Source: an optimization exercise on an open RTL-to-GDS flow (aim: small area). Production flows keep margins and buffers that such runs may drop.
The RTL was checked by simulation tests, not by an equivalence proof against the original design.
No driver is modelled on the clock port, so clock power and skew are understated where the tree is cut down; a real chip needs a root buffer or a tree.
Power figures rest on the tool's default switching activity, not on a simulated workload.

<file path="design/flow/flow/merge_leaves.tcl">
# Post-CTS: halve the number of clock leaf buffers. TritonCTS stops its H-tree at
# 15 sinks per leaf; for this design two neighbouring leaves fit one clkbuf_16.
# Each leaf buffer is paired with its nearest unpaired neighbour, the pair's
# sinks moved onto one buffer, the other buffer removed, and the kept buffer
# sized up. The leaves stay on the same root, one level down, so every sink
# keeps the same number of buffers on its clock path.
proc clk_leaf_merge { } {
  set block [ord::get_db_block]
  set clknet [$block findNet clk]
  set roots {}
  foreach it [$clknet getITerms] { if {[$it isInputSignal]} { lappend roots [$it getInst] } }
  if {[llength $roots] != 1} { puts "merge: [llength $roots] roots, skipped"; return }
  set root [lindex $roots 0]
  set rootnet [[$root findITerm X] getNet]
  set leaves {}
  foreach it [$rootnet getITerms] {
    if {[$it isInputSignal]} {
      set inst [$it getInst]
      if {![string match *clkbuf* [[$inst getMaster] getName]]} { puts "merge: root drives [[$inst getMaster] getName], skipped"; return }
      lappend leaves $inst
    }
  }
  puts "merge: [llength $leaves] leaves"
  set left $leaves
  while {[llength $left] >= 2} {
    set a [lindex $left 0]
    set left [lrange $left 1 end]
    lassign [$a getLocation] ax ay
    set best -1; set bd 1e18
    for {set i 0} {$i < [llength $left]} {incr i} {
      lassign [[lindex $left $i] getLocation] bx by
      set d [expr {abs($ax-$bx) + abs($ay-$by)}]
      if {$d < $bd} { set bd $d; set best $i }
    }
    set b [lindex $left $best]
    set left [lreplace $left $best $best]
    set na [[$a findITerm X] getNet]
    set nb [[$b findITerm X] getNet]
    foreach it [$nb getITerms] {
      if {[$it isInputSignal]} { $it disconnect; $it connect $na }
    }
    # move the kept buffer to the middle of the pair
    lassign [$b getLocation] bx by
    $a setLocation [expr {($ax+$bx)/2}] [expr {($ay+$by)/2}]
    [$b findITerm A] disconnect
    odb::dbInst_destroy $b
    odb::dbNet_destroy $nb
    replace_cell [get_cells [$a getName]] sky130_fd_sc_hd__clkbuf_16
  }
}
clk_leaf_merge
detailed_placement
estimate_parasitics -placement
</file>
<file path="design/flow/design.v">
module spi_top (
    input         clk,
    input         rst_n,
    input  [31:0] in_data_A,         
    output [31:0] out_data_B,        
    output [31:0] out_data_A,        
    output        done_A_to_B,       
    output        response_ready,    
    output        done_B_to_A        
);
    reg [1:0]  ph;
    reg [5:0]  n;
    reg [31:0] tx;
    reg [31:0] rx;
    reg [31:0] data_b;
    wire [1:0] ph_next;
    wire [5:0] n_next;
    wire ld_tx, sh_tx, hold_tx, fill, ld_b, hold_b, sh_rx, hold_rx, rx_bit;
    wire dab, rr, dba;
    ctl u_ctl (.ph(ph), .n(n), .tx(tx),
               .ph_next(ph_next), .n_next(n_next),
               .ld_tx(ld_tx), .sh_tx(sh_tx), .hold_tx(hold_tx), .fill(fill),
               .ld_b(ld_b), .hold_b(hold_b), .sh_rx(sh_rx), .hold_rx(hold_rx),
               .rx_bit(rx_bit),
               .done_A_to_B(dab), .response_ready(rr), .done_B_to_A(dba));
    always @(posedge clk or negedge rst_n) begin
        if (!rst_n) begin
            ph <= 2'd0;
            n  <= 6'd0;
        end else begin
            ph <= ph_next;
            n  <= n_next;
        end
    end
    wire [31:0] tx_next, b_next, rx_next;
    genvar i;
    generate
        for (i = 0; i < 32; i = i + 1) begin : g_bit
            sel3 u_tx (.s0(ld_tx), .d0(in_data_A[i]),
                       .s1(sh_tx), .d1(i == 0 ? fill : tx[(i + 31) % 32]),
                       .s2(hold_tx), .d2(tx[i]), .y(tx_next[i]));
            sel2 u_b  (.s0(ld_b), .d0(tx[(i + 31) % 32]),
                       .s1(hold_b), .d1(data_b[i]), .y(b_next[i]));
            sel2 u_rx (.s0(sh_rx), .d0(i == 0 ? rx_bit : rx[(i + 31) % 32]),
                       .s1(hold_rx), .d1(rx[i]), .y(rx_next[i]));
        end
    endgenerate
    always @(posedge clk)
        tx <= tx_next;
    always @(posedge clk or negedge rst_n) begin
        if (!rst_n) begin
            data_b <= 32'd0;
            rx     <= 32'd0;
        end else begin
            data_b <= b_next;
            rx     <= rx_next;
        end
    end
    assign out_data_B     = data_b;
    assign out_data_A     = rx;
    assign done_A_to_B    = dab;
    assign response_ready = rr;
    assign done_B_to_A    = dba;
endmodule
module sel2 (
    input  s0, d0,
    input  s1, d1,
    output y
);
    assign y = (s0 & d0) | (s1 & d1);
endmodule
module sel3 (
    input  s0, d0,
    input  s1, d1,
    input  s2, d2,
    output y
);
    assign y = (s0 & d0) | (s1 & d1) | (s2 & d2);
endmodule
module ctl (ph, n, tx, ph_next, n_next, ld_tx, sh_tx, hold_tx, hold_b, hold_rx, rx_bit, fill, ld_b, sh_rx, done_A_to_B, response_ready, done_B_to_A);
  input [1:0] ph;
  wire [1:0] ph;
  input [5:0] n;
  wire [5:0] n;
  input [31:0] tx;
  wire [31:0] tx;
  output [1:0] ph_next;
  wire [1:0] ph_next;
  output [5:0] n_next;
  wire [5:0] n_next;
  output ld_tx;
  wire ld_tx;
  output sh_tx;
  wire sh_tx;
  output hold_tx;
  wire hold_tx;
  output hold_b;
  wire hold_b;
  output hold_rx;
  wire hold_rx;
  output rx_bit;
  wire rx_bit;
  output fill;
  wire fill;
  output ld_b;
  wire ld_b;
  output sh_rx;
  wire sh_rx;
  output done_A_to_B;
  wire done_A_to_B;
  output response_ready;
  wire response_ready;
  output done_B_to_A;
  wire done_B_to_A;
  wire _00_;
  wire _01_;
  wire _02_;
  wire _03_;
  wire _04_;
  wire _05_;
  wire _06_;
  wire _07_;
  wire _08_;
  wire _09_;
  wire _10_;
  wire _11_;
  wire _12_;
  wire _13_;
  wire _14_;
  wire _15_;
  wire _16_;
  wire _17_;
  wire _18_;
  wire _19_;
  wire _20_;
  wire _21_;
  wire _22_;
  wire _23_;
  wire _24_;
  wire _25_;
  wire _26_;
  wire _27_;
  wire _28_;
  wire _29_;
  wire _30_;
  wire _31_;
  wire _32_;
  wire _33_;
  wire _34_;
  wire _35_;
  wire _36_;
  hm_inv_1 g0 (.A(n[5]), .Y(_08_));
  hm_inv_1 g1 (.A(n[4]), .Y(_09_));
  hm_nand2_1 g2 (.A(_08_), .B(_09_), .Y(_10_));
  hm_inv_1 g3 (.A(n[1]), .Y(_11_));
  hm_nand3_1 g4 (.A(n[2]), .B(_11_), .C(ph[0]), .Y(_12_));
  hm_nor2b_1 g5 (.A(ph[1]), .B_N(ph[0]), .Y(_13_));
  hm_inv_1 g6 (.A(ph[1]), .Y(_14_));
  hm_nor2_1 g7 (.A(_14_), .B(ph[0]), .Y(_15_));
  hm_inv_1 g8 (.A(n[0]), .Y(_16_));
  hm_o21ai_1 g9 (.A1(_13_), .A2(_15_), .B1(_16_), .Y(_17_));
  hm_nor4_1 g10 (.A(n[3]), .B(_10_), .C(_12_), .D(_17_), .Y(ld_b));
  hm_nand3_1 g11 (.A(ph[1]), .B(n[3]), .C(n[1]), .Y(_18_));
  hm_o22ai_1 g12 (.A1(_14_), .A2(ph[0]), .B1(_16_), .B2(_18_), .Y(_19_));
  hm_nor2_1 g13 (.A(n[2]), .B(ph[0]), .Y(_20_));
  hm_nor2_1 g14 (.A(_19_), .B(_20_), .Y(ph_next[0]));
  hm_nand3_1 g15 (.A(_08_), .B(_09_), .C(_20_), .Y(_21_));
  hm_nor3_1 g16 (.A(_16_), .B(_18_), .C(_21_), .Y(_22_));
  hm_nor2_1 g17 (.A(_11_), .B(_16_), .Y(_23_));
  hm_nor2_1 g18 (.A(n[2]), .B(_23_), .Y(_24_));
  hm_and3_1 g19 (.A(n[1]), .B(n[0]), .C(n[2]), .X(_25_));
  hm_nor3_1 g20 (.A(_22_), .B(_24_), .C(_25_), .Y(n_next[2]));
  hm_nand2_1 g21 (.A(n[3]), .B(_25_), .Y(_26_));
  hm_nor2_1 g22 (.A(_09_), .B(_26_), .Y(_27_));
  hm_a21oi_1 g23 (.A1(_09_), .A2(_26_), .B1(_27_), .Y(n_next[4]));
  hm_a21oi_1 g24 (.A1(_11_), .A2(_16_), .B1(_23_), .Y(n_next[1]));
  hm_nand2_1 g25 (.A(_08_), .B(_27_), .Y(_28_));
  hm_o21ai_1 g26 (.A1(_08_), .A2(_27_), .B1(_28_), .Y(n_next[5]));
  hm_nor3_1 g27 (.A(_14_), .B(_12_), .C(_16_), .Y(response_ready));
  hm_nor3_1 g28 (.A(n[2]), .B(ph[0]), .C(ph[1]), .Y(_29_));
  hm_a21oi_1 g29 (.A1(ph[1]), .A2(tx[0]), .B1(_29_), .Y(_30_));
  hm_nor2_1 g30 (.A(_19_), .B(_30_), .Y(_31_));
  hm_a21oi_1 g31 (.A1(tx[31]), .A2(_13_), .B1(_31_), .Y(done_A_to_B));
  hm_or2_1 g32 (.A(_16_), .B(_22_), .X(n_next[0]));
  hm_nor2b_1 g33 (.A(n_next[0]), .B_N(_19_), .Y(sh_rx));
  hm_nand4_1 g34 (.A(tx[21]), .B(tx[22]), .C(tx[16]), .D(tx[19]), .Y(_32_));
  hm_nand3_1 g35 (.A(tx[25]), .B(tx[26]), .C(tx[28]), .Y(_33_));
  hm_nand4_1 g36 (.A(tx[4]), .B(tx[7]), .C(tx[0]), .D(tx[2]), .Y(_34_));
  hm_nand4_1 g37 (.A(tx[13]), .B(tx[14]), .C(tx[8]), .D(tx[11]), .Y(_35_));
  hm_nor4_1 g38 (.A(_32_), .B(_33_), .C(_34_), .D(_35_), .Y(_36_));
  hm_nand4_1 g39 (.A(tx[20]), .B(tx[23]), .C(tx[17]), .D(tx[18]), .Y(_00_));
  hm_nand4_1 g40 (.A(tx[29]), .B(tx[30]), .C(tx[24]), .D(tx[27]), .Y(_01_));
  hm_nand4_1 g41 (.A(tx[5]), .B(tx[6]), .C(tx[1]), .D(tx[3]), .Y(_02_));
  hm_nand4_1 g42 (.A(tx[12]), .B(tx[15]), .C(tx[9]), .D(tx[10]), .Y(_03_));
  hm_nor4_1 g43 (.A(_00_), .B(_01_), .C(_02_), .D(_03_), .Y(_04_));
  hm_nand2_1 g44 (.A(_36_), .B(_04_), .Y(_05_));
  hm_nand2_1 g45 (.A(tx[31]), .B(_05_), .Y(_06_));
  hm_o21ai_1 g46 (.A1(tx[31]), .A2(_05_), .B1(_06_), .Y(rx_bit));
  hm_or2_1 g47 (.A(tx[31]), .B(_15_), .X(fill));
  hm_inv_1 g48 (.A(_17_), .Y(sh_tx));
  hm_a31o_1 g49 (.A1(_11_), .A2(_16_), .A3(_29_), .B1(_22_), .X(ld_tx));
  hm_a21oi_1 g50 (.A1(ph[1]), .A2(_25_), .B1(sh_rx), .Y(hold_rx));
  hm_inv_1 g51 (.A(ld_b), .Y(hold_b));
  hm_o21ai_1 g52 (.A1(_14_), .A2(_22_), .B1(hold_b), .Y(ph_next[1]));
  hm_o21ai_1 g53 (.A1(n[3]), .A2(_25_), .B1(_26_), .Y(_07_));
  hm_nor2_1 g54 (.A(_22_), .B(_07_), .Y(n_next[3]));
  hm_nor2_1 g55 (.A(sh_tx), .B(ld_tx), .Y(hold_tx));
  hm_nor3_1 g56 (.A(n[0]), .B(_21_), .C(_18_), .Y(done_B_to_A));
endmodule
module hm_a21oi_1 (input A1, A2, B1, output Y);
  assign Y = (~A1&~B1) | (~A2&~B1);
endmodule
module hm_a31o_1 (input A1, A2, A3, B1, output X);
  assign X = (A1&A2&A3) | (B1);
endmodule
module hm_and3_1 (input A, B, C, output X);
  assign X = (A&B&C);
endmodule
module hm_inv_1 (input A, output Y);
  assign Y = (~A);
endmodule
module hm_nand2_1 (input A, B, output Y);
  assign Y = (~A) | (~B);
endmodule
module hm_nand3_1 (input A, B, C, output Y);
  assign Y = (~A) | (~B) | (~C);
endmodule
module hm_nand4_1 (input A, B, C, D, output Y);
  assign Y = (~A) | (~B) | (~C) | (~D);
endmodule
module hm_nor2_1 (input A, B, output Y);
  assign Y = (~A&~B);
endmodule
module hm_nor2b_1 (input A, B_N, output Y);
  assign Y = (~A&B_N);
endmodule
module hm_nor3_1 (input A, B, C, output Y);
  assign Y = (~A&~B&~C);
endmodule
module hm_nor4_1 (input A, B, C, D, output Y);
  assign Y = (~A&~B&~C&~D);
endmodule
module hm_o21ai_1 (input A1, A2, B1, output Y);
  assign Y = (~A1&~A2) | (~B1);
endmodule
module hm_o22ai_1 (input A1, A2, B1, B2, output Y);
  assign Y = (~B1&~B2) | (~A1&~A2);
endmodule
module hm_or2_1 (input A, B, output X);
  assign X = (A) | (B);
endmodule
</file>
<file path="design/flow/config.mk">
export PLATFORM = sky130hd
export DESIGN_NAME = spi_top
export DESIGN_NICKNAME = spi_top
export VERILOG_FILES = /design/flow/design.v
export SDC_FILE = /design/flow/constraint.sdc
export NUM_CORES = 4
export LEC_CHECK = 0
export CAP_MARGIN = 20
export CORE_MARGIN = 2
export CORE_UTILIZATION = 65
export SLEW_MARGIN = 20
export SYNTH_HIERARCHICAL = 1
</file>
<file path="design/flow/flow/run.sh">
#!/bin/bash
# The standard layout, with:
# - the smallest buffer on the ports instead of the resizer's default pick;
# - a clock tree without dummy loads, whose leaves flow/merge_leaves.tcl then
#   merges pairwise into clkbuf_16s (CTS stops its H-tree at 15 sinks a leaf);
# - ABC told that a cell output drives 1 fF, not 5, so it keeps the one-cell
#   modules of rtl/spi_top.v at drive strength 1 (sizing is left to the
#   resizer, which sees the real loads).
set -euo pipefail
bash standard.sh \
  "BUFFER_PORTS_ARGS=-buffer_cell sky130_fd_sc_hd__buf_1" \
  "CTS_ARGS=-sink_clustering_enable -repair_clock_nets -dont_use_dummy_load -root_buf sky130_fd_sc_hd__clkbuf_4" \
  "POST_CTS_TCL=$PWD/flow/merge_leaves.tcl" \
  "ABC_LOAD_IN_FF=1" \
  finish > standard.log 2>&1
</file>
<file path="design/flow/standard.sh">
#!/bin/bash
# synth_recipe.tcl (not shown) runs the flow's synth.tcl, then flattens the netlist and writes it again
# the make line also repeats each setting of config.mk as NAME=value (left out here)
make -C /OpenROAD-flow-scripts/flow DESIGN_CONFIG=/design/flow/config.mk WORK_HOME=/design/flow/orfs CLKGATE_MAP_FILE= SYNTH_SCRIPT=/design/flow/synth_recipe.tcl "${@:-finish}"
</file>
<file path="design/flow/constraint.sdc">
create_clock -name core_clock -period 5.0 [get_ports {clk}]
set_input_delay 1.0000 -clock core_clock [delete_from_list [all_inputs] [get_ports {clk}]]
set_output_delay 1.0000 -clock core_clock [all_outputs]
set_load 0.01 [all_outputs]
</file>
==> results of run 1 <==
power by group through the flow:
stage | Clock (W) | Combinational (W) | Sequential [W]
floorplan | 0 | 0.0000165 | 0.000878
global placement | 0 | 0.0000388 | 0.000883
detailed placement | 0 | 0.0000410 | 0.000883
global route | 0.000422 | 0.0000499 | 0.000869
finish | 0.000383 | 0.0000434 | 0.000866
layout make-up:
| class | count | area [um2] | area share [%] |
|---|---|---|---|
| tap | 72 | 90.09 | 2.052 |
| timing repair buffer | 105 | 444.2 | 10.12 |
| multi-input combinational | 146 | 1160 | 26.42 |
| clock buffer | 5 | 107.6 | 2.451 |
| sequential | 104 | 2442 | 55.63 |
| inverter | 39 | 146.4 | 3.334 |
final timing paths:
| kind | from | endpoint | slack, ns | cells after the start |
|---|---|---|---|---|
| worst max-delay path | ph[1] | tx[18] | 2.18 | 8 |
| worst min-delay path | rst_n | data_b[12] | 0.46 | 1 |
| worst max register to register | ph[1] | tx[18] | 2.18 | 8 |
| worst min register to register | data_b[10] | data_b[10] | 0.51 | 1 |
| max in group asynchronous | rst_n | rx[2] | 4.00 | 2 |
| min in group core_clock | data_b[10] | data_b[10] | 0.51 | 1 |
routing by layer:
layer,up-vias,share of wire (%)
met5,-,0
met3,8,7.2
met1,1504,43
met4,0,1.2
li1,1365,-
met2,123,48
cell families (layout without fill, tap and decap cells):
group	Yosys count	after routing
simple gates	38	38
compound gates	108	108
buf+inv	39	149
flops	104	104
per-module statistics from Yosys, one instance, submodules excluded, a selection:
module / cells / copies in the design / flops+latches / area [um2]
hm_inv_1: 1 / 7 / 0 / 3.754
hm_nor2_1: 1 / 9 / 0 / 3.754
spi_top: 104 / 1 / 104 / 2442
hm_and3_1: 1 / 1 / 0 / 6.256
hm_nor4_1: 1 / 3 / 0 / 6.256
hm_or2_1: 1 / 2 / 0 / 6.256
hm_a31o_1: 1 / 1 / 0 / 8.758
hm_nor3_1: 1 / 5 / 0 / 5.005
registers in the layout, summed over array words and instances (netlist names):
register,flops
n,6
rx,32
ph,2
data_b,32
tx,32
through the flow:
| stage | cells | instance area (um2) | power (W) | hold slack (ns) | utilization [%] |
|---|---|---|---|---|---|
| final | 471 | 4390 | 0.001292 | 0.4602 | 79.73 |
| after global routing | 471 | 4390 | 0.001340 | 0.4708 | 79.73 |
| after detailed placement | 465 | 4255 | 0.0009242 | 0.4789 | 77.28 |
| after global placement | 464 | 4233 | 0.0009214 | 0.4774 | 76.87 |
| after floorplan | 289 | 3726 | 0.0008949 | 0.4802 | - |
placed cells by master (no fill, tap or decap), drive strengths merged:
| cell type | Yosys | routed |
|---|---|---|
| nor4 | 3 | 3 |
| nor2 | 9 | 9 |
| nor3 | 5 | 5 |
| a22o | 64 | 64 |
| o22ai | 1 | 1 |
| inv | 39 | 39 |
| a21oi | 5 | 5 |
| buf | 0 | 104 |
| nand3 | 4 | 4 |
| nand2 | 5 | 5 |
| nand4 | 7 | 7 |
| a31o | 1 | 1 |
| a222oi | 32 | 32 |
| or2 | 2 | 2 |
| nor2b | 2 | 2 |
| dfxtp | 32 | 32 |
| dfrtp | 72 | 72 |
| and3 | 1 | 1 |
| o21ai | 5 | 5 |
| clkbuf | 0 | 6 |
==> run summary, run 1 <==
status complete, no violations; GR Layer Usage met3 around 6.0%; Final #Nets ~440; Int Power a little over 0.001 W; Detailed Routing Iterations Pass 1 6; Pleak a little over 2 nW; RSZ-0062 raised after global routing no; YS warnings 7; post-synthesis sequential area ratio between 60 and 70%; Mapped Cells 289; Cell Area, Synth around 3700 um2; final setup skew about 0.013 ns; Seq pwr share between 60% and 70%; Synth Area in Compound Gates 25.39%; CP delay by family, top buffers and inverters; syn nets about 320; Max VDD drop approximately 0.33 mV; share of cells above drive strength 1 approximately 3.8%; final setup TNS 0 ns; top fanout value on the critical path 33; Post-synth EDFFs 0; worst setup margin approximately 2.2 ns; P_sw around 0.00027 W; met2 Usage GRT between 40% and 50%; grt peak-use layer met2; final hold viol count 0; pwr dens between 200 and 300 nW/um2; pre-CTS worst setup slack 2.258 ns; main combinational cell family by area after synthesis compound AO/OA/AOI/OAI gates; register bit total from synthesis 104; pin count of the biggest net entering global routing 73; Clk pin slew, worst setup/hold paths 0.10 ns; initial core utilization approximately two thirds; XOR/XNOR Fraction of Synth Area 0%; Startpoint Class register; CP max stage cell inv_1; Die X-Extent between 70 and 80 um; Final HPWL DP between 5000 and 6000 um; grt met1 use about 40%; worst-path cell chain inv_1 -> nor2_1 -> o21ai_1 -> inv_1 -> nor2_2 -> buf_4 -> a222oi_1 -> inv_1; relative slew slack a little under 30%; Max Fclk around 350 MHz; first-pass GRT wire length between 10,000 and 15,000 um; fillers ~370; drt wl/cell approximately 18 um; Post-synth ARST share approximately 69%; switching share of power about a fifth; Worst Path Arrival ~3.1 ns; Rows 27; Syn Area/Cell around 13 um2; critical path class reg -> reg; area grow syn2layout 17.83%; post-synthesis simple-gate area fraction around 5.1%; vias in the first global route between 2,000 and 3,000; # port buffers 100; count leader, synth dfrtp_1; Min-Delay Path Class in -> async; Vert. Die Dim ~80 um; CP peak stage delay slightly below 0.8 ns; gpl congestion about 0.80; Slew Limit Fails 0; via count approximately 3,000; Routed WL roughly 8600 um; Buf+Inv Stages, Crit Path 4; io pins roughly 100; post-synth top area share ~48%; Top FF cell, synth dfrtp_1; Worst setup EP type register; mux cell area share after synthesis 0%; combinational share of power 3.4%; Clk network pwr share a little under 30%; Clk Latency, worst-skew pair 0.43 ns; CTS sink cnt roughly 100; DR iter-0 viols 330; CP Data Required Time approximately 5.3 ns; top cells by area, synth dfrtp_1 (48%), dfxtp_1 (17%), a22o_1 (15%); vias per cell ~6.4; Setup Viol. Count Final 0; Core ar. between 5000 and 6000 um2; initial antenna violation count 0; Worst path most repeated cell inv_1; Yosys top cell by area dfrtp_1; Commonest cells post-synth dfrtp_1 (72), a22o_1 (64), inv_1 (39), a222oi_1 (32), dfxtp_1 (32); GRT Util Overall 28.28%; period utilization between 50% and 60%; Inserted Diodes 0; Max Cap Viol 0; actual slew at the worst max-slew pin approximately 1.1 ns; Post-Synth Adder-Cell Area 0%; post-layout min period about 2.8 ns; Post-DRT Antenna Nets 0; grt total ovfl 0; distinct cell type count after synthesis 18; DIE AREA 6354 um2; DRC violations left 0
==> inputs of run 2 (changes only) <==
--- a/design/flow/flow/run.sh
+++ b/design/flow/flow/run.sh
@@ -2,7 +2,8 @@
 # The standard layout, with:
 # - the smallest buffer on the ports instead of the resizer's default pick;
 # - a clock tree without dummy loads, whose leaves flow/merge_leaves.tcl then
-#   merges pairwise into clkbuf_16s (CTS stops its H-tree at 15 sinks a leaf);
+#   merges pairwise into four clkbuf_16s (CTS stops its H-tree at 15 sinks a
+#   leaf), driven straight from the clock port;
 # - ABC told that a cell output drives 1 fF, not 5, so it keeps the one-cell
 #   modules of rtl/spi_top.v at drive strength 1 (sizing is left to the
 #   resizer, which sees the real loads).
--- a/design/flow/flow/merge_leaves.tcl
+++ b/design/flow/flow/merge_leaves.tcl
@@ -48,6 +48,24 @@
     replace_cell [get_cells [$a getName]] sky130_fd_sc_hd__clkbuf_16
   }
 }
+proc clk_root_drop { } {
+  set block [ord::get_db_block]
+  set clknet [$block findNet clk]
+  set roots {}
+  foreach it [$clknet getITerms] { if {[$it isInputSignal]} { lappend roots [$it getInst] } }
+  if {[llength $roots] != 1} { return }
+  set root [lindex $roots 0]
+  set rootnet [[$root findITerm X] getNet]
+  set loads {}
+  foreach it [$rootnet getITerms] { if {[$it isInputSignal]} { lappend loads $it } }
+  if {[llength $loads] > 4} { puts "drop: [llength $loads] leaves, root kept"; return }
+  foreach it $loads { $it disconnect; $it connect $clknet }
+  [$root findITerm A] disconnect
+  odb::dbInst_destroy $root
+  odb::dbNet_destroy $rootnet
+  puts "drop: root removed, clk drives [llength $loads] leaves"
+}
 clk_leaf_merge
+clk_root_drop
 detailed_placement
 estimate_parasitics -placement
--- a/design/flow/config.mk
+++ b/design/flow/config.mk
@@ -5,8 +5,8 @@
 export SDC_FILE = /design/flow/constraint.sdc
 export NUM_CORES = 4
 export LEC_CHECK = 0
-export CAP_MARGIN = 20
+export CAP_MARGIN = 0
 export CORE_MARGIN = 2
 export CORE_UTILIZATION = 65
-export SLEW_MARGIN = 20
+export SLEW_MARGIN = 0
 export SYNTH_HIERARCHICAL = 1
==> run summary, run 2 <==
Die X-Extent 79.71 um (unchanged); main combinational cell family by area after synthesis compound AO/OA/AOI/OAI gates (unchanged); Detailed Routing Iterations Pass 1 6 (unchanged); vias per cell 6.451 (was 6.369); Post-synth ARST share 69.23% (unchanged); grt total ovfl 0 (unchanged); worst-path cell chain nor2_1 -> nand3_1 -> nor3_1 -> or2_0 -> nor2b_2 -> a21oi_2 -> a22o_1 (was inv_1 -> nor2_1 -> o21ai_1 -> inv_1 -> nor2_2 -> buf_4 -> a222oi_1 -> inv_1); Routed WL 8560 um (was 8554 um); distinct cell type count after synthesis 18 (unchanged); YS warnings 7 (unchanged); DRC violations left 0 (unchanged); initial antenna violation count 0 (unchanged); final setup TNS 0 ns (unchanged); largest registers data_b (32), rx (32), tx (32) (unchanged); CP peak stage delay 1.01 ns (was 0.78 ns); Synth Area in Compound Gates 25.39% (unchanged); Worst Path Arrival 3.06 ns (was 3.13 ns); post-synthesis sequential area ratio 65.55% (unchanged); post-synthesis simple-gate area fraction 5.138% (unchanged); worst reg2reg path depth 7 (was 8); first-pass GRT wire length 13,600 um (was 13,790 um); io pins 101 (unchanged); drt wl/cell 18.29 um (was 18.16 um); final setup skew 0.01546 ns (was 0.01308 ns); Min-Delay Path Class reg -> reg (was in -> async); final hold viol count 0 (unchanged); WHS Path Cells 1; Syn Area/Cell 12.89 um2 (unchanged); Top FF cell, synth dfrtp_1 (unchanged); Max VDD drop 0.2391 mV (was 0.3254 mV); via count 3,019 (was 3,000); CP max stage cell a21oi_2 (was inv_1); mux cell area share after synthesis 0% (unchanged); flop-to-flop setup slack 2.03 ns (was 2.18 ns); XOR/XNOR Fraction of Synth Area 0% (unchanged); count leader, synth dfrtp_1 (unchanged); post-synth top area share 48.35% (unchanged); RSZ-0062 raised after global routing no (unchanged); Final #Nets 432 (was 435); Core ar. 5507 um2 (unchanged); Commonest cells post-synth dfrtp_1 (72), a22o_1 (64), inv_1 (39), a222oi_1 (32), dfxtp_1 (32) (unchanged); Clk Latency, worst-skew pair 0.16 ns (was 0.43 ns); Final HPWL DP 5621 um (was 5662 um); pwr dens 288.5 nW/um2 (was 294.4 nW/um2); worst r2r dst rx[1] (was tx[18]); Hold Path End data_b[5]; DR iter-0 viols 367 (was 330); GRT Util Overall 27.40% (was 28.28%); top sig layer met4 (unchanged); # port buffers 100 (unchanged); DIE AREA 6354 um2 (unchanged); initial core utilization 67.67% (unchanged); share of cells above drive strength 1 3.030% (was 3.759%); Post-Route M1 WL 3546 um (was 3692 um); Vert. Die Dim 79.71 um (unchanged); worst reg2reg startpoint ph[0] (was ph[1]); DP Cell Count 464 (was 465); commonest non-fill, non-tap cell in the layout buf_1 (unchanged); Post-synth EDFFs 0 (unchanged); area grow syn2layout 16.29% (was 17.83%); Startpoint Class register (unchanged); status complete, no violations (unchanged); period utilization 59.49% (was 56.36%); Mapped Cells 289 (unchanged); fin area 4333 um2 (was 4390 um2); gpl congestion 0.7950 (unchanged); Post-Synth Adder-Cell Area 0% (unchanged); Pleak 1.991 nW (was 2.017 nW); vias in the first global route 2,775 (was 2,789); WL met3 622 um (was 617 um); critical path class reg -> reg (unchanged); Max Cap Viol 0 (unchanged); register bit total from synthesis 104 (unchanged); top fanout value on the critical path 33 (unchanged); post-route non-filler standard cell count 468 (was 471); Yosys top cell by area dfrtp_1 (unchanged); Clk pin slew, worst setup/hold paths 0.09 ns (was 0.10 ns); CTS sink cnt 104 (unchanged); actual slew at the worst max-slew pin 1.302 ns (was 1.063 ns); Post-DRT Antenna Nets 0 (unchanged); hold path startpoint data_b[5]; cell area after placement 4233 um2 (was 4255 um2); Final Util 78.69% (was 79.73%); Slew Limit Fails 0 (unchanged); most frequent cells in the layout buf_1 (99), dfrtp_1 (72), a22o_1 (64) (unchanged); CP Data Required Time 5.09 ns (was 5.32 ns); top cells by area, synth dfrtp_1 (48%), dfxtp_1 (17%), a22o_1 (15%) (unchanged); total power 0.001250 W (was 0.001292 W); post-layout min period 2.974 ns (was 2.818 ns); Inserted Diodes 0 (unchanged); syn nets 323 (unchanged); relative slew slack 13.19% (was 29.06%); met2 wire length 4346 um (was 4137 um); pin count of the biggest net entering global routing 73 (unchanged); Setup Viol. Count Final 0 (unchanged); Cell Area, Synth 3726 um2 (unchanged); Rows 27 (unchanged); Worst setup EP type register (unchanged); Max Fclk 336.2 MHz (was 354.8 MHz)
==> run 2: cell count changes in the layout (fill, tap and decap cells not counted) <==
cell / before / now
clkbuf_4: 2 / 1
a21oi_2: 0 / 1
a21oi_4: 1 / 0
buf_16: 1 / 0
buf_8: 1 / 0
==> run 2: routing by layer <==
metal  vias up  global-route usage, %
met5         -                      0
met4         0                  3.793
met3         7                  4.751
met2       141                  45.46
met1      1513                  39.24
li1       1358                      -
==> run 2: power breakdown <==
| part | internal [W] | switching [W] |
|---|---|---|
| clock network | 0.000147 | 0.000196 |
| registers | 0.000851 | 0.0000157 |
| logic | 0.0000175 | 0.0000229 |
==> run 2: Yosys stat by module (local to each module, per instance), excerpt <==
module | cells | copies in the design | cell area, um2 | flops+latches
hm_a21oi_1 | 1 | 5 | 5.005 | 0
sel2 | 1 | 64 | 8.758 | 0
hm_o21ai_1 | 1 | 5 | 5.005 | 0
hm_nand4_1 | 1 | 7 | 6.256 | 0
hm_nor2b_1 | 1 | 2 | 6.256 | 0
hm_nor2_1 | 1 | 9 | 3.754 | 0
hm_o22ai_1 | 1 | 1 | 6.256 | 0
hm_nor4_1 | 1 | 3 | 6.256 | 0
hm_nand2_1 | 1 | 5 | 3.754 | 0
spi_top | 104 | 1 | 2442 | 104
sel3 | 2 | 32 | 13.76 | 0
hm_inv_1 | 1 | 7 | 3.754 | 0
hm_or2_1 | 1 | 2 | 6.256 | 0
hm_and3_1 | 1 | 1 | 6.256 | 0
==> run 2: final cells by class <==
class                   count  area [um2]
clock buffers               4       100.1
fillers                   379        1174
inverters                  39       146.4
multi-input cells         146        1152
flip-flops and latches    104        2442
well taps                  72       90.09
repair buffers            103       401.6
==> run 2: worst max path at each step <==
stage          slack (ns)  start        end  depth (start not counted)
2_1_floorplan        0.14  ph[1]  data_b[0]                          6
3_3_place_gp         2.24  ph[0]     rx[13]                          7
3_5_place_dp         2.10  ph[0]     rx[15]                          7
5_1_grt              1.73  ph[0]      rx[1]                          7
6_report             2.03  ph[0]      rx[1]                          7
==> run 2: metrics by stage <==
| step | setup slack [ns] | hold WS [ns] |
|---|---|---|
| 3_3_place_gp | 2.242 | 0.4774 |
| 5_1_grt | 1.731 | 0.5180 |
| 3_5_place_dp | 2.103 | 0.4779 |
| 6_report | 2.026 | 0.5015 |
| 2_1_floorplan | 0.1377 | 0.4802 |
==> run 2: cells by family after synthesis <==
logic type	after synthesis
flops	104
buf+inv	39
compound gates	108
simple gates	38
==> run 2: worst max-delay path: cells and delay by family (launching register included) <==
kind	cells	cell delay, ns
AOI/OAI and AO/OA	2	1.28
DFF	1	0.45
and+or+nand+nor	5	1.17
==> inputs of run 3 (changes only) <==
==> design/flow/flow/run.sh (replaced) <==
#!/bin/bash
# The standard layout, with:
# - the smallest buffer on the ports instead of the resizer's default pick;
# - a clock tree without dummy loads, whose leaves flow/merge_leaves.tcl then
#   merges pairwise into four clkbuf_16s (CTS stops its H-tree at 15 sinks a
#   leaf), driven straight from the clock port.
set -euo pipefail
bash standard.sh \
  "BUFFER_PORTS_ARGS=-buffer_cell sky130_fd_sc_hd__buf_1" \
  "CTS_ARGS=-sink_clustering_enable -repair_clock_nets -dont_use_dummy_load -root_buf sky130_fd_sc_hd__clkbuf_4" \
  "POST_CTS_TCL=$PWD/flow/merge_leaves.tcl" \
  "ABC_LOAD_IN_FF=1" \
  finish > standard.log 2>&1
==> run summary, run 3 <==
status complete, no violations (unchanged); post-route non-filler standard cell count 468 (unchanged); Clk Latency, worst-skew pair 0.16 ns (about the same); largest registers data_b (32), rx (32), tx (32) (unchanged); grt total ovfl 0 (unchanged); hold path startpoint data_b[5] (unchanged); Final #Nets 432 (unchanged); Startpoint Class register (unchanged); worst reg2reg startpoint ph[0] (unchanged); register bit total from synthesis 104 (unchanged); Hold Path End data_b[5] (unchanged); top fanout value on the critical path 33 (unchanged); CP delay by family, top compound AO/OA/AOI/OAI gates (unchanged); Mapped Cells 289 (unchanged); CP Data Required Time 5.09 ns (about the same); initial antenna violation count 0 (unchanged); Die X-Extent 79.71 um (unchanged); first-pass GRT wire length 13,600 um (unchanged); initial core utilization 67.67% (unchanged); top cells by area, synth dfrtp_1 (48%), dfxtp_1 (17%), a22o_1 (15%) (unchanged); Yosys top cell by area dfrtp_1 (unchanged); Core ar. 5507 um2 (unchanged); Max Fclk 336.2 MHz (unchanged); syn nets 323 (unchanged); distinct cell type count after synthesis 18 (unchanged); period utilization 59.49% (unchanged); Pleak 1.991 nW (unchanged); WHS Path Cells 1 (unchanged); Final HPWL DP 5621 um (unchanged); Top FF cell, synth dfrtp_1 (unchanged); fillers 379 (unchanged); Max VDD drop 0.2391 mV (unchanged); Post-DRT Antenna Nets 0 (unchanged); via count 3,019 (unchanged); Max Cap Viol 0 (unchanged); worst r2r dst rx[1] (unchanged); Routed WL 8560 um (unchanged); DR iter-0 viols 367 (unchanged); final setup TNS 0 ns (unchanged); post-synthesis sequential area ratio 65.55% (unchanged); relative slew slack 13.19% (unchanged); vias in the first global route 2,775 (unchanged); final hold viol count 0 (unchanged); drt wl/cell 18.29 um (unchanged); DIE AREA 6354 um2 (unchanged); Worst Path Arrival 3.06 ns (about the same); GRT Util Overall 27.40% (unchanged); area grow syn2layout 16.29% (unchanged); io pins 101 (unchanged); Clk pin slew, worst setup/hold paths 0.09 ns (about the same); Syn Area/Cell 12.89 um2 (unchanged); DRC violations left 0 (unchanged); worst reg2reg path depth 7 (unchanged); commonest non-fill, non-tap cell in the layout buf_1 (unchanged); count leader, synth dfrtp_1 (unchanged); Setup Viol. Count Final 0 (unchanged); most frequent cells in the layout buf_1 (99), dfrtp_1 (72), a22o_1 (64) (unchanged); Worst setup EP type register (unchanged); Inserted Diodes 0 (unchanged); Cell Area, Synth 3726 um2 (unchanged); pwr dens 288.5 nW/um2 (unchanged); CP max stage cell a21oi_2 (unchanged); final setup skew 0.01546 ns (unchanged); CTS sink cnt 104 (unchanged); pin count of the biggest net entering global routing 73 (unchanged); flop-to-flop setup slack 2.03 ns (about the same); post-layout min period 2.974 ns (unchanged); Vert. Die Dim 79.71 um (unchanged); Post-synth EDFFs 0 (unchanged); share of cells above drive strength 1 3.030% (unchanged); gpl congestion 0.7950 (unchanged); Slew Limit Fails 0 (unchanged); Rows 27 (unchanged); worst-path cell chain nor2_1 -> nand3_1 -> nor3_1 -> or2_0 -> nor2b_2 -> a21oi_2 -> a22o_1 (unchanged); # port buffers 100 (unchanged); Buf+Inv Stages, Crit Path 0 (unchanged); actual slew at the worst max-slew pin 1.302 ns (unchanged); Min-Delay Path Class reg -> reg (unchanged); YS warnings 7 (unchanged); vias per cell 6.451 (unchanged); DP Cell Count 464 (unchanged); Detailed Routing Iterations Pass 1 6 (unchanged); Post-synth ARST share 69.23% (unchanged); RSZ-0062 raised after global routing no (unchanged); Commonest cells post-synth dfrtp_1 (72), a22o_1 (64), inv_1 (39), a222oi_1 (32), dfxtp_1 (32) (unchanged); CP peak stage delay 1.01 ns (about the same); post-synth top area share 48.35% (unchanged); critical path class reg -> reg (unchanged)
run 3: cell counts after synthesis:
No cell type changed its count.
run 3: cells by family (layout without fill, tap and decap cells):
group,Yosys count,after routing,synth area share (%)
compound gates,108,108,25.39
flops,104,104,65.55
buf+inv,39,146,3.929
simple gates,38,38,5.138
run 3: worst reg2reg max path: stages (launching register included):
cell	delay, ns
dfrtp_1	0.45
nor2_1	0.16
nand3_1	0.12
nor3_1	0.41
or2_0	0.24
nor2b_2	0.24
a21oi_2	1.01
a22o_1	0.28
run 3: stage by stage:
step / power, W / hold WS [ns] / utilization (%) / setup slack [ns] / instance area (um2)
after global routing: 0.001292 / 0.5180 / 78.69 / 1.731 / 4333
after global placement: 0.0009214 / 0.4774 / 76.87 / 2.242 / 4233
after detailed placement: 0.0009240 / 0.4779 / 76.87 / 2.103 / 4233
after floorplan: 0.0008949 / 0.4802 / - / 0.1377 / 3726
final: 0.001250 / 0.5015 / 78.69 / 2.026 / 4333
run 3: final cells by class:
type	instances	area [um2]	area share, %
Sequential cell	104	2442	56.37
Multi-Input combinational cell	146	1152	26.60
Timing Repair Buffer	103	401.6	9.269
Inverter	39	146.4	3.379
Clock buffer	4	100.1	2.310
Tap cell	72	90.09	2.079
run 3: modules after synthesis (local to each module, per instance), excerpt:
module | copies in the design | cell area (um2) | flops+latches
hm_o22ai_1 | 1 | 6.256 | 0
hm_and3_1 | 1 | 6.256 | 0
hm_nor2b_1 | 2 | 6.256 | 0
sel2 | 64 | 8.758 | 0
hm_or2_1 | 2 | 6.256 | 0
hm_nand2_1 | 5 | 3.754 | 0
spi_top | 1 | 2442 | 104
hm_a21oi_1 | 5 | 5.005 | 0
hm_nor4_1 | 3 | 6.256 | 0
sel3 | 32 | 13.76 | 0
run 3: worst max-delay path by stage:
| stage | startpoint | endpoint | slack (ns) | cells after the start |
|---|---|---|---|---|
| global route | ph[0] | rx[1] | 1.73 | 7 |
| detailed placement | ph[0] | rx[15] | 2.10 | 7 |
| finish | ph[0] | rx[1] | 2.03 | 7 |
| global placement | ph[0] | rx[13] | 2.24 | 7 |
| floorplan | ph[1] | data_b[0] | 0.14 | 6 |
run 3: power by group:
group	total [W]	switching [W]	internal, W
registers	0.000866	0.0000157	0.000851
logic	0.0000404	0.0000229	0.0000175
clock network	0.000344	0.000196	0.000147
run 3: per-layer routing:
metal	GRT usage, %	up-vias	part of all wire, %
met2	45.46	141	51
met3	4.751	7	7.3
met5	0	-	0
li1	-	1358	-
met1	39.24	1513	41
met4	3.793	0	0.53

==> separate check: timing with driven ports <==
In the flow no input, the clock included, has a driving cell. The finished layouts below were timed again as built, in two steps.
Step 1 assumes that a clkbuf_16 drives the clock port and a buf_2 every other input.
Step 2 also shifts input and output timing later by t, the mid clock arrival at the registers, as if the neighbouring blocks saw the same clock.
a / b / c = ideal / step 1 / step 2; a / b = the first two.
| run | t (ns) | setup slack, ns | cell pins on the clock port's net |
|---|---|---|---|
| run 1 | 0.452 | 2.182 / 2.182 / 2.182 | 1 |
| run 2 | 0.229 | 2.026 / 2.026 / 2.026 | 4 |
| run 3 | 0.229 | 2.026 / 2.026 / 2.026 | 4 |
After both steps setup and hold are still met in every run listed.
